Context: an optimization exercise on an open-source flow, tuned for small area. The choices shown serve that exercise and are no tape-out recipe.
Only simulation tests tie the RTL to the original design; equivalence was not proved.
Power and IR drop assume default switching activity.

==> flow/run.sh <==
#!/bin/bash
# synth_recipe.tcl (not shown) runs the flow's synth.tcl, then flattens the netlist and writes it again
# the make line also repeats each setting of config.mk as NAME=value (left out here)
make -C /OpenROAD-flow-scripts/flow DESIGN_CONFIG=/design/flow/config.mk WORK_HOME=/design/flow/orfs CLKGATE_MAP_FILE= SYNTH_SCRIPT=/design/flow/synth_recipe.tcl finish
==> flow/config.mk <==
export PLATFORM = sky130hd
export DESIGN_NAME = lock
export DESIGN_NICKNAME = lock
export VERILOG_FILES = /design/flow/design.v
export SDC_FILE = /design/flow/constraint.sdc
export NUM_CORES = 4
export LEC_CHECK = 0
export CAP_MARGIN = 20
export CORE_MARGIN = 2
export CORE_UTILIZATION = 40
export SLEW_MARGIN = 20
==> flow/constraint.sdc <==
create_clock -name core_clock -period 10.0 [get_ports {clk}]
set_input_delay 2.0000 -clock core_clock [delete_from_list [all_inputs] [get_ports {clk}]]
set_output_delay 2.0000 -clock core_clock [all_outputs]
set_load 0.01 [all_outputs]
==> flow/design.v <==
module counter #(
    parameter END=15,
    parameter WIDTH=4
)(
    input clk, 
    input reset, 
    input cnt_inc, 
    output cnt_end, 
    output reg[WIDTH-1:0] cnt
);
assign cnt_end = (cnt == END);
always @(posedge clk, posedge reset) begin
	if (reset) cnt <= 0;
	else if (cnt_end) cnt <= 0;
	else if (cnt_inc) cnt <= cnt + 1;
end
endmodule
module keyboard #(
    parameter CNT_THRESHOLD=1000-1
)(
    input  wire       clk,
    input  wire       reset,
    input  wire [3:0] row,            
    output reg  [3:0] col,            
    output reg        keyboard_en,    
    output reg  [3:0] keyboard_num,   
    output reg [15:0] keyboard_led    
);
wire cnt_end;
counter #(CNT_THRESHOLD, 10) u_counter(
    .clk(clk), 
    .reset(reset), 
    .cnt_inc(1'b1),
    .cnt_end(cnt_end)
);
reg[15:0] key;
reg[15:0] key_r;
wire[15:0] key_posedge = (~key_r) & key;  
always @(posedge clk, posedge reset) begin
    if (reset == 1) begin
        keyboard_num <= 0;   
    end else if (key_posedge) begin
		if (key_posedge[0]) keyboard_num <= 'hd;
		else if (key_posedge[1]) keyboard_num <= 'hc;
		else if (key_posedge[2]) keyboard_num <= 'hb;
		else if (key_posedge[3]) keyboard_num <= 'ha;
		else if (key_posedge[4]) keyboard_num <= 'hf;
		else if (key_posedge[5]) keyboard_num <= 'h9;
		else if (key_posedge[6]) keyboard_num <= 'h6;
		else if (key_posedge[7]) keyboard_num <= 'h3;
		else if (key_posedge[8]) keyboard_num <= 'h0;
		else if (key_posedge[9]) keyboard_num <= 'h8;
		else if (key_posedge[10]) keyboard_num <= 'h5;
		else if (key_posedge[11]) keyboard_num <= 'h2;
		else if (key_posedge[12]) keyboard_num <= 'he;
		else if (key_posedge[13]) keyboard_num <= 'h7;
		else if (key_posedge[14]) keyboard_num <= 'h4;
		else if (key_posedge[15]) keyboard_num <= 'h1;
	end else begin
		keyboard_num <= 0;
	end
end
always @(posedge clk, posedge reset) begin
    if (reset == 1) begin
        keyboard_en <= 0;
    end else if (key_posedge) begin
		keyboard_en <= 1;
	end else begin
		keyboard_en <= 0;
	end
end
always @(posedge clk, posedge reset) begin
    if (reset == 1)
        keyboard_led <= 0;
    else 
        keyboard_led <= key;
end
always @(posedge clk, posedge reset) begin
    if (reset == 1)           col <= 4'b1111;
    else if (col ==  4'b1111) col <= 4'b1110;
    else if (cnt_end)         col <= {col[2:0], col[3]};
end
always @(posedge clk, posedge reset) begin
    if (reset == 1) key_r <= 0;
    else key_r <= key;
end
always @(posedge clk, posedge reset) begin
    if (reset == 1) key <= 0;
    else if (cnt_end) begin
        if (col[0] == 0) key[3:0]   <= ~row;
        if (col[1] == 0) key[7:4]   <= ~row;
        if (col[2] == 0) key[11:8]  <= ~row;
        if (col[3] == 0) key[15:12] <= ~row;
    end
end
endmodule
module state_machine(
    input wire clk,set,rst,sure,check,
    input wire[3:0] keyboard_num,
    input wire keyboard_en,
    output reg[7:0] led_en,
    output reg[6:0] led,
    output reg led0,led1,led2,led3
    );
parameter IDLE =4'b0000;
parameter s0 =4'b0001;
parameter s1 =4'b0010;
parameter s2 =4'b0011;
parameter s3 =4'b0100;
parameter s4 =4'b0101;
parameter s5 =4'b0110;
parameter s6 =4'b0111;
parameter s7 =4'b1000;
parameter s8 =4'b1001;
parameter IDLE1 =3'b000;
parameter a0 =3'b001;
parameter a1 =3'b010;
parameter a2 =3'b011;
parameter a3 =3'b100;
parameter a4 =3'b101;
wire cnt_end;
reg[3:0] current_state;
reg[3:0] next_state;
reg[2:0] current_state1;
reg[2:0] next_state1;
reg[5:0] mi;
reg[5:0] temp;
reg[1:0] n;
always @(posedge clk or posedge rst)                   
begin
if(rst) n<=2'b10;
else if(sure)n<=2'b10;
else if(((current_state==s2)|(current_state==s6)|(current_state==s4)|(current_state==s0))&keyboard_en) n<=n-2'b01;
end 
always @(posedge clk or posedge rst)
begin
if(rst) temp<=6'd0;
else if((current_state==s2)|(current_state==s6)|(current_state==s4))
     begin
     if((n==2'b10)&keyboard_en)
     begin
     case(keyboard_num)
     4'd1:temp[5:4]<=2'b01;
     4'd2:temp[5:4]<=2'b10;
     4'd3:temp[5:4]<=2'b11;
     default:temp[5:4]<=2'b00;
     endcase
     end
     else if((n==2'b01)&keyboard_en)
     begin
     case(keyboard_num)
     4'd1:temp[3:2]<=2'b01;
     4'd2:temp[3:2]<=2'b10;
     4'd3:temp[3:2]<=2'b11;
     default:temp[3:2]<=2'b00;
     endcase
     end
     else if((n==2'b00)&keyboard_en)
     begin
     case(keyboard_num)
     4'd1:temp[1:0]<=2'b01;
     4'd2:temp[1:0]<=2'b10;
     4'd3:temp[1:0]<=2'b11;
     default:temp[1:0]<=2'b00;
     endcase
     end
     end
else if(!((current_state==s2)|(current_state==s6)|(current_state==s4))) temp<=6'd0;
end
always @(*)
begin
    if(rst) next_state1=IDLE1;
    else
    begin
    case(current_state1)
    IDLE1:if(check) next_state1=a0;
            else next_state1=IDLE1;
    a0:if((temp[5:4]==mi[5:4])&&(temp[5:4]!=2'b00)) next_state1=a1;
        else if((temp[5:4]!=mi[5:4])&&(temp[5:4]!=2'b00)) next_state1=a4;
        else next_state1=a0;
    a1:if((temp[3:2]==mi[3:2])&&(temp[3:2]!=2'b00)) next_state1=a2;
        else if((temp[3:2]!=mi[3:2])&&(temp[3:2]!=2'b00))next_state1=a4;
        else next_state1=a1;
    a2:if((temp[1:0]==mi[1:0])&&(temp[1:0]!=2'b00)) next_state1=a3;
        else if((temp[1:0]!=mi[1:0])&&(temp[1:0]!=2'b00))next_state1=a4;
        else next_state1=a2;
    a3:if(sure)next_state1=IDLE1;
        else next_state1=a3;
    a4:if(sure)next_state1=IDLE1;
        else next_state1=a4;
    default:next_state1=IDLE1;
    endcase
    end
end
always @(posedge clk or posedge rst)
begin
if(rst) mi<=6'd0;
else if(current_state==s0)
     begin
     if((n==2'b10)&keyboard_en)
     begin
     case(keyboard_num)
     4'd1:mi[5:4]<=2'b01;
     4'd2:mi[5:4]<=2'b10;
     4'd3:mi[5:4]<=2'b11;
     default:mi[5:4]<=2'b00;
     endcase
     end
     else if((n==2'b01)&keyboard_en)
     begin
     case(keyboard_num)
     4'd1:mi[3:2]<=2'b01;
     4'd2:mi[3:2]<=2'b10;
     4'd3:mi[3:2]<=2'b11;
     default:mi[3:2]<=2'b00;
     endcase
     end
     else if((n==2'b00)&keyboard_en)
     begin
     case(keyboard_num)
     4'd1:mi[1:0]<=2'b01;
     4'd2:mi[1:0]<=2'b10;
     4'd3:mi[1:0]<=2'b11;
     default:mi[1:0]<=2'b00;
     endcase
     end
     end
else if(current_state==IDLE)mi<=6'd0;
end
counter #(200-1, 8) u_counter(   
    .clk(clk), 
    .reset(rst), 
    .cnt_inc(1'b1),
    .cnt_end(cnt_end)
);
always @(posedge clk or posedge rst)
begin
if(rst) current_state<=IDLE;
else current_state<=next_state;
end
always @(posedge clk or posedge rst)
begin
if(rst) current_state1<=IDLE1;
else current_state1<=next_state1;
end
always @(*)
begin
case(current_state)
    IDLE:if(set) next_state=s0;
         else next_state=IDLE;
    s0:if(sure) next_state=s1;
        else next_state=s0;
    s1:if(check)next_state=s2;
        else next_state=s1;
    s2:if(sure&(current_state1==a3)) next_state=IDLE;
        else if(sure) next_state=s3;
        else next_state=s2;
    s3:if(check)next_state=s4;
        else next_state=s3;
    s4:if(sure&(current_state1==a3)) next_state=IDLE;
        else if(sure) next_state=s5;
        else next_state=s4;
    s5:if(check)next_state=s6;
        else next_state=s5;
    s6:if(sure&(current_state1==a3)) next_state=IDLE;
        else if(sure) next_state=s7;
        else next_state=s6;
    default:next_state=s7;
endcase
end
always @(posedge clk or posedge rst)
begin
if(rst) led_en <= 8'b11111110;
else if(cnt_end) led_en<={led_en[6:0],led_en[7]};
end
always@(*)
begin
case(current_state)
    IDLE:led=7'b0000001;
    s0:case(led_en)
        8'b11011111:case(mi[1:0])
                    2'b01:led=7'b1001111;
                    2'b10:led=7'b0010010;
                    2'b11:led=7'b0000110;
                    default:led=7'b1111111;
                    endcase
        8'b10111111:case(mi[3:2])
                    2'b01:led=7'b1001111;
                    2'b10:led=7'b0010010;
                    2'b11:led=7'b0000110;
                    default:led=7'b1111111;
                    endcase
        8'b01111111:case(mi[5:4])
                    2'b01:led=7'b1001111;
                    2'b10:led=7'b0010010;
                    2'b11:led=7'b0000110;
                    default:led=7'b1111111;
                    endcase
        default:led=7'b1111111;
        endcase
    s1:led=7'b1111111;
    s5:led=7'b1111111;
    s3:led=7'b1111111;
    s7:led=7'b0111000;
    default:case(led_en)
            8'b11011111:case(temp[1:0])
                    2'b01:led=7'b1001111;
                    2'b10:led=7'b0010010;
                    2'b11:led=7'b0000110;
                    default:led=7'b1111111;
                    endcase
            8'b10111111:case(temp[3:2])
                    2'b01:led=7'b1001111;
                    2'b10:led=7'b0010010;
                    2'b11:led=7'b0000110;
                    default:led=7'b1111111;
                    endcase
            8'b01111111:case(temp[5:4])
                    2'b01:led=7'b1001111;
                    2'b10:led=7'b0010010;
                    2'b11:led=7'b0000110;
                    default:led=7'b1111111;
                    endcase
            default:led=7'b1111111;
            endcase
endcase
end
always@(posedge clk or posedge rst)
begin
if(rst) led0<=1'b0;
else if(current_state==s1) led0<=1'b1;
else if(current_state==IDLE) led0<=1'b0;
else led0<=led0;
end
always@(posedge clk or posedge rst)
begin
if(rst) led1<=1'b0;
else if(current_state==s3) led1<=1'b1;
else if(current_state==IDLE) led1<=1'b0;
else led1<=led1;
end
always@(posedge clk or posedge rst)
begin
if(rst) led2<=1'b0;
else if(current_state==s5) led2<=1'b1;
else if(current_state==IDLE) led2<=1'b0;
else led2<=led2;
end
always@(posedge clk or posedge rst)
begin
if(rst) led3<=1'b0;
else if(current_state==s7) led3<=1'b1;
else if(current_state==IDLE) led3<=1'b0;
else led3<=led3;
end
endmodule
module lock #(
    parameter CNT_THRESHOLD=1000-1
)(
    input wire clk,set1,rst,sure,check,
    input  wire [3:0] row,
    output wire  [3:0] col,
    output wire[7:0] led_en,
    output wire[6:0] led,
    output wire led0,led1,led2,led3
    );
wire[3:0] keyboard_num;
wire keyboard_en;
keyboard #(CNT_THRESHOLD
)u_keyboard(
.clk(clk),.reset(rst),.row(row),.col(col),.keyboard_num(keyboard_num),.keyboard_en(keyboard_en)
);
state_machine u_state_machine(
.clk(clk),.rst(rst),.sure(sure),.check(check),.set(set1),.keyboard_num(keyboard_num),.keyboard_en(keyboard_en),.led_en(led_en),.led(led),.led0(led0),.led1(led1),.led2(led2),.led3(led3)
);
endmodule
==> impl_results.md <==
- Status: no timing/DRC/antenna violations
- Critical Path Source Type: flop
- Grt total ovfl: 0
- Worst Tran Pin Value: 0.942 ns
- Final setup vio count: 0
- Root buffer cell: clkbuf_8
- Gr busiest metal: met2
- Switch share: 29.6%
- Top-count cell post-synth: dfrtp_1
- Final Max Tran Viols: 0
- Gr usage total: 16.4%
- Syn avg cell area: 9.88 um^2
- F_max: 213 MHz
- R2R cell count: 5
- Clock sink count: 92
- Worst vdd ir: 0.141 mV
- Post-synth EDFFs: 0
- Reg2Reg Setup Slack: 7.80 ns
- #FFs+latches synth: 92
- Nets@finish: 496
- Period utilization: 47.0%
- Post-synthesis cell area: 0.00450 mm^2
- Setup repair bufs after CTS: 0
- Post-DP HPWL: 6.39 mm
- Critical-path cell list: nor2b_1 > o21ai_0 > a21o_1 > a2111oi_0 > o22ai_1 > clkdlybuf4s50_1
- Critical Path Sink: led[5]
- Leakage: 2.09 nW
- Via/cell ratio: 5.43
- WP data arrival: 2.70 ns
- Max stage delay on crit path: 0.63 ns
- First-pass detailed-route iteration total: 4
- Final setup TNS: 0 ns
- Initial antenna violation count: 0
- Core box area: 0.0109 mm^2
- Reg2reg start: u_state_machine.n[1]
- Largest net degree at the start of global routing: 64
- Via count: 3402
- Hold_buf cts: 0
- Port bufs: 31
- Final GP Congestion: 0.919
- CTS tree: yes
- Main area contributors after synthesis: dfrtp_1 (45%), dfstp_2 (7.0%), nor2_1 (3.8%)
- Layout cells sized above 1: 9.86%
- Worst EP required: 8.00 ns
- Minimum clock period: 4.70 ns
- Crit path max-delay cell type: dfstp_2
- # diodes: 0
- Switching pwr: 0.273 mW
- Layout Skew: 0.00633 ns
- Internal Power: 0.649 mW
- Cell accounting for the most synthesized area: dfrtp_1
- RSZ-0062 raised after global routing: false
- Vias in the first global route: 3247
- Row Count: 38
- Asr flop ratio synth: 100%
- Dpl cells: 611
- M2 GR Usage: 27.1%
- Register share of total power: 44.5%
- Area Overhead vs Synth: 14.7%
- Routed Antenna Nets: 0
- Post-route insts no fill: 627
- CTS H-tree depth: 3
- I/O pins: 32
- Synth top cells by count: dfrtp_1 (80), nor2_1 (46), nand2_1 (43)
- Reg2reg end: u_state_machine.mi[1]
- DRT iter0 DRCs: 128
- Die area: 0.0121 mm^2
- Synth top area share: 44.5%
- Worst-path clk slew: 0.09 ns
- Initial core utilization: 41.3%
- Max-cap violations: 0
- Fin. Hold Viols: 0
- Relative slew slack: 36.9%
- Worst-skew pair later-pin latency: 0.36 ns
- Cell count after synthesis: 455
- Clock network power share: 32.9%
- Syn nets: 469
- Grt met1 use: 20.9%
- CP startpoint: u_state_machine.led_en[5]
- Die Ht: 110 um
- Max Buffers Root-to-Sink: 2
- Die width: 110 um
- Global-route wire length before repair: 15.4 mm
- Critical-path maximum fanout: 11
- CTS buffer count: 9
- Tot Pwr: 0.922 mW
- Avg WL per Cell: 14.3 um
- Post-cts sizing count: 0
- Crit end category: output pin
- Top FF cell, synth: dfrtp_1
- Worst hold path class: reg -> reg
- Met3 Usage GRT: 4.64%
- Final Routed Wirelength: 9.00 mm
- Yosys cell types: 60
- Residual DRC: 0
- Power share of the combinational group: 22.6%
- Seq/Total Area, Yosys: 51.5%
- Total power density per cell area: 179 mW/mm^2
- Yosys warning count: 4
- Kind of critical path: reg -> out
[critical path: cells and delay by family, from the launching register on]
kind            cells  cell delay [ns]
flops               1             0.63
buf+inv             1             0.51
simple gates        1             0.40
compound gates      4             0.80
[stage by stage]
step           setup slack, ns  util, %  hold WS [ns]  instance area (um^2)
2_1_floorplan             5.61        -         0.367                  4500
3_3_place_gp              5.72     45.1         0.377                  4910
3_5_place_dp              5.73     45.1         0.383                  4910
4_1_cts                   5.29     47.4         0.404                  5160
5_1_grt                   5.05     47.4         0.420                  5160
6_report                  5.30     47.4         0.398                  5160
[power by group through the flow]
stage	Combinational [mW]	Sequential (mW)	Clock [mW]
detailed placement	0.209	0.418	0
global route	0.229	0.414	0.329
floorplan	0.135	0.403	0
CTS	0.209	0.411	0.313
global placement	0.207	0.416	0
finish	0.209	0.411	0.303
[cells by family after synthesis]
kind of cell               Yosys count  synth area share [%]
buffers and inverters               37                  3.62
AOI/OAI and AO/OA                  123                  17.5
and+or+nand+nor                    175                  20.3
DFF                                 92                  51.5
muxes                               11                  3.31
adders and majority gates            5                  1.39
xor gates and xnor gates            12                  2.34
[area by class of cell]
cell class | instances | area [um^2]
inverter | 20 | 76.3
fill | 1060 | 5730
tap | 140 | 175
multi-input combinational | 326 | 2020
sequential | 92 | 2320
clock buffer | 9 | 124
timing repair buffer | 33 | 325
clock inverter | 7 | 123
[state kept, by name (all words and copies together) (netlist names), 4 cells and up]
signal / count
u_state_machine.mi: 6
u_keyboard.key: 16
u_state_machine.temp: 6
u_state_machine.led_en: 8
u_state_machine.u_counter.cnt: 8
u_keyboard.col: 4
u_state_machine.current_state: 4
u_keyboard.key_r: 16
u_keyboard.keyboard_num: 4
u_keyboard.u_counter.cnt: 10
[how the worst min path moves through the flow]
| stage | from | endpoint | slack [ns] | cells after the start |
|---|---|---|---|---|
| floorplan | u_keyboard.key[12] | u_keyboard.key_r[12] | 0.37 | 0 |
| global placement | u_keyboard.key[9] | u_keyboard.key_r[9] | 0.38 | 0 |
| detailed placement | u_keyboard.key[3] | u_keyboard.key_r[3] | 0.38 | 0 |
| CTS | u_keyboard.key[3] | u_keyboard.key_r[3] | 0.40 | 0 |
| global route | u_keyboard.key[9] | u_keyboard.key_r[9] | 0.42 | 0 |
| finish | u_keyboard.key[3] | u_keyboard.key_r[3] | 0.40 | 0 |
[layer usage]
metal  wire length, um  up-vias  share of wire, %
li1                  -     1665                 -
met1              4150     1658                46
met2              4360       70                48
met3               407        9               4.5
met4                83        0              0.92
met5                 0        -                 0
[cells in the final DEF (no fill, tap or decap), drive strengths merged, types with 13 or more instances in the layout]
cell / n
nor2: 48
dfrtp: 80
nand3: 13
inv: 21
o21ai: 32
a21oi: 30
clkdlybuf4s50: 31
nand2b: 18
nand2: 43

==> what the ideal ports hide <==
How much do the figures lean on ideal ports? The routed layout below was timed once more, with nothing changed but the port constraints. Step 1, drivers: a clkbuf_16 drives clk and a buf_2 each remaining input, both assumed. Step 2 adds t to the input delays and takes it off the output delays; t is the mean of the earliest and latest rising clock arrival at the registers after step 1. Input paths then give back, and output paths get back, about the clock's delay inside the block. a / b / c = ideal / step 1 / step 2; a / b = the first two.
t (ns): 0.386
setup WS [ns]: 5.301 / 5.271 / 5.657
worst hold slack (ns): 0.398 / 0.398 / 0.398
After both steps setup and hold are still met in this run. The setup slack of this run moves by -0.030 ns with the drivers and by +0.356 ns with both steps.
